Source: an optimization exercise on an open RTL-to-GDS flow (aim: a short achievable clock period and few clock cycles). Production flows keep margins and buffers that such runs may drop.
Function was checked by simulation only, so behaviour that the tests miss may differ from the original.
Power figures rest on the tool's default switching activity, not on a simulated workload.

Setup of run 1:
Design cpu, start of the top module:
module cpu
(
   input clk,
   input reset,
   output [15:0] o_pc_addr,
   output o_pc_rd,
   input [15:0] i_pc_rddata,
   output [15:0] o_ldst_addr,
   output o_ldst_rd,
   output o_ldst_wr,
   input [15:0] i_ldst_rddata,
   output [15:0] o_ldst_wrdata,
   output [127:0] o_tb_regs
);
Size in the first run: roughly 210 I/O pins.
Settings: LEC_CHECK=0, ABC_CLOCK_PERIOD_IN_PS=1000, CAP_MARGIN=20, CORE_MARGIN=2, CORE_UTILIZATION=40, CTS_CLUSTER_DIAMETER=100, CTS_CLUSTER_SIZE=24, SETUP_SLACK_MARGIN=5, SLEW_MARGIN=20; clock period 10.0 ns.
standard.sh (not shown) runs the stock make flow with config.mk's settings and CLKGATE_MAP_FILE= SYNTH_SCRIPT=/design/flow/synth_recipe.tcl, a recipe that flattens the netlist after the stock synthesis.
==> flow/flow/run.sh <==
#!/bin/bash
# Standard ORFS layout, with repair_timing aiming for a larger setup margin.
set -euo pipefail
bash standard.sh SETUP_SLACK_MARGIN=7.0 finish > standard_flow.log 2>&1
Run 1 completed; timing, DRC and antenna clean
Testbench counts of run 1, summed over its fixed seeds: cycles 85,053.
diff inputs: run 1 => run 2
# run 1
export LEC_CHECK = 0
export ABC_CLOCK_PERIOD_IN_PS = 1000
export CAP_MARGIN = 20
export CORE_MARGIN = 2
export CORE_UTILIZATION = 40
export CTS_CLUSTER_DIAMETER = 100
export CTS_CLUSTER_SIZE = 24
export SETUP_SLACK_MARGIN = 5
export SLEW_MARGIN = 20
create_clock -name core_clock -period 10.0 [get_ports {clk}]
# run 2
export LEC_CHECK = 0
export ABC_CLOCK_PERIOD_IN_PS = 1000
export CAP_MARGIN = 20
export CORE_MARGIN = 2
export CORE_UTILIZATION = 40
export CTS_CLUSTER_DIAMETER = 60
export CTS_CLUSTER_SIZE = 30
export SETUP_SLACK_MARGIN = 5
export SLEW_MARGIN = 20
create_clock -name core_clock -period 10.0 [get_ports {clk}]
Notes after the runs:
Row met2 track demand over resource: run 2 lower / run 1 higher. Side by side, final area turned out higher in run 2 than in run 1. Relative to run 1, the post-CTS setup buffer count of run 2 is lower by 6. Going from run 1 to run 2, the wire length was found to have gone up by 1.0%. Sort run 2 and run 1 by synthesis-to-layout area growth, ascending, and run 1 comes first. Higher number of inserted filler cells in the final layout was reported by run 1, not run 2. For standard-cell row count, run 1 and run 2 come out practically identical.

* * *

Starting RTL as in the previous note.
==> flow/config.mk <==
export PLATFORM = sky130hd
export DESIGN_NAME = cpu
export DESIGN_NICKNAME = cpu
export VERILOG_FILES = /design/flow/design.v
export SDC_FILE = /design/flow/constraint.sdc
export NUM_CORES = 4
export LEC_CHECK = 0
export ABC_CLOCK_PERIOD_IN_PS = 1000
export CAP_MARGIN = 20
export CORE_MARGIN = 2
export CORE_UTILIZATION = 40
export PLACE_DENSITY_LB_ADDON = 0.2
export SETUP_SLACK_MARGIN = 5
export SLEW_MARGIN = 20
==> flow/constraint.sdc <==
create_clock -name core_clock -period 10.0 [get_ports {clk}]
set_input_delay 2.0000 -clock core_clock [delete_from_list [all_inputs] [get_ports {clk}]]
set_output_delay 2.0000 -clock core_clock [all_outputs]
set_load 0.01 [all_outputs]
Scripts as last shown in full above: flow/flow/run.sh
The first run completed with no timing, DRC or antenna violations.
Testbench counts at the start, summed over its fixed seeds: cycles 85,053.
Change:
- PLACE_DENSITY_LB_ADDON: 0.2 -> default
Clock skew went up by 0.0086 ns.
Final area barely changes.
Routed wire length went down by 1.1%.
Power went down by 2.6%.
Clock-buffer cell count went up by 9.
Worst setup slack gains 0.0098 ns.
Non-clock buffer count went up by 28.
Via count went up by 1.1%.
Sequential power went down by about 0.7%.
Maximum frequency stays flat.
Area after synthesis is unchanged.
Change:
- CORE_UTILIZATION: 40 -> 60
After rerunning: Final cell count fell by a little under a tenth; via count grows by a few percent; non-clock buffer count falls by 26; clock power went down slightly; count of clock-buffer cells in the layout fell by 5; register-to-register slack got worse by 0.20 ns; synthesized area is unchanged; sequential power went up slightly; design area falls slightly; sequential cell count is unchanged; routed wire length stays flat.

[what the ideal ports hide]
The results above use ideal ports. As a check the final layouts listed here were re-extracted and re-timed, cells and wires unchanged.
Step 1 assumes that a clkbuf_16 drives the clock port and a buf_2 every other input.
Step 2 times the ports against the registers' clock, not the clock port: input delays grow and output delays shrink by t, the midpoint of the rising clock arrivals with the driver on.
Slacks: ideal ports / drivers / drivers and shift; pairs: ideal ports / drivers.
| run | t, ns | setup WS [ns] | worst hold slack (ns) | clock arrival spread, ns |
|---|---|---|---|---|
| run 1 | 0.817 | 6.638 / 6.562 / 5.958 | 0.296 / 0.296 / 0.296 | 0.096 / 0.096 |
| run 2 | 0.845 | 6.417 / 6.444 / 5.599 | 0.339 / 0.339 / 0.339 | 0.095 / 0.094 |
| the first run of note 2 | 0.879 | 6.566 / 6.486 / 6.012 | 0.331 / 0.331 / 0.331 | 0.071 / 0.071 |
| the second run of note 2 | 0.891 | 6.576 / 6.492 / 5.930 | 0.324 / 0.324 / 0.324 | 0.077 / 0.077 |
| the third run of note 2 | 0.861 | 6.513 / 6.463 / 5.858 | 0.326 / 0.326 / 0.326 | 0.038 / 0.037 |
After both steps setup and hold are still met in every run listed. The setup slack of run 2, which loses most, moves by +0.027 ns with the drivers and by -0.818 ns with both steps.
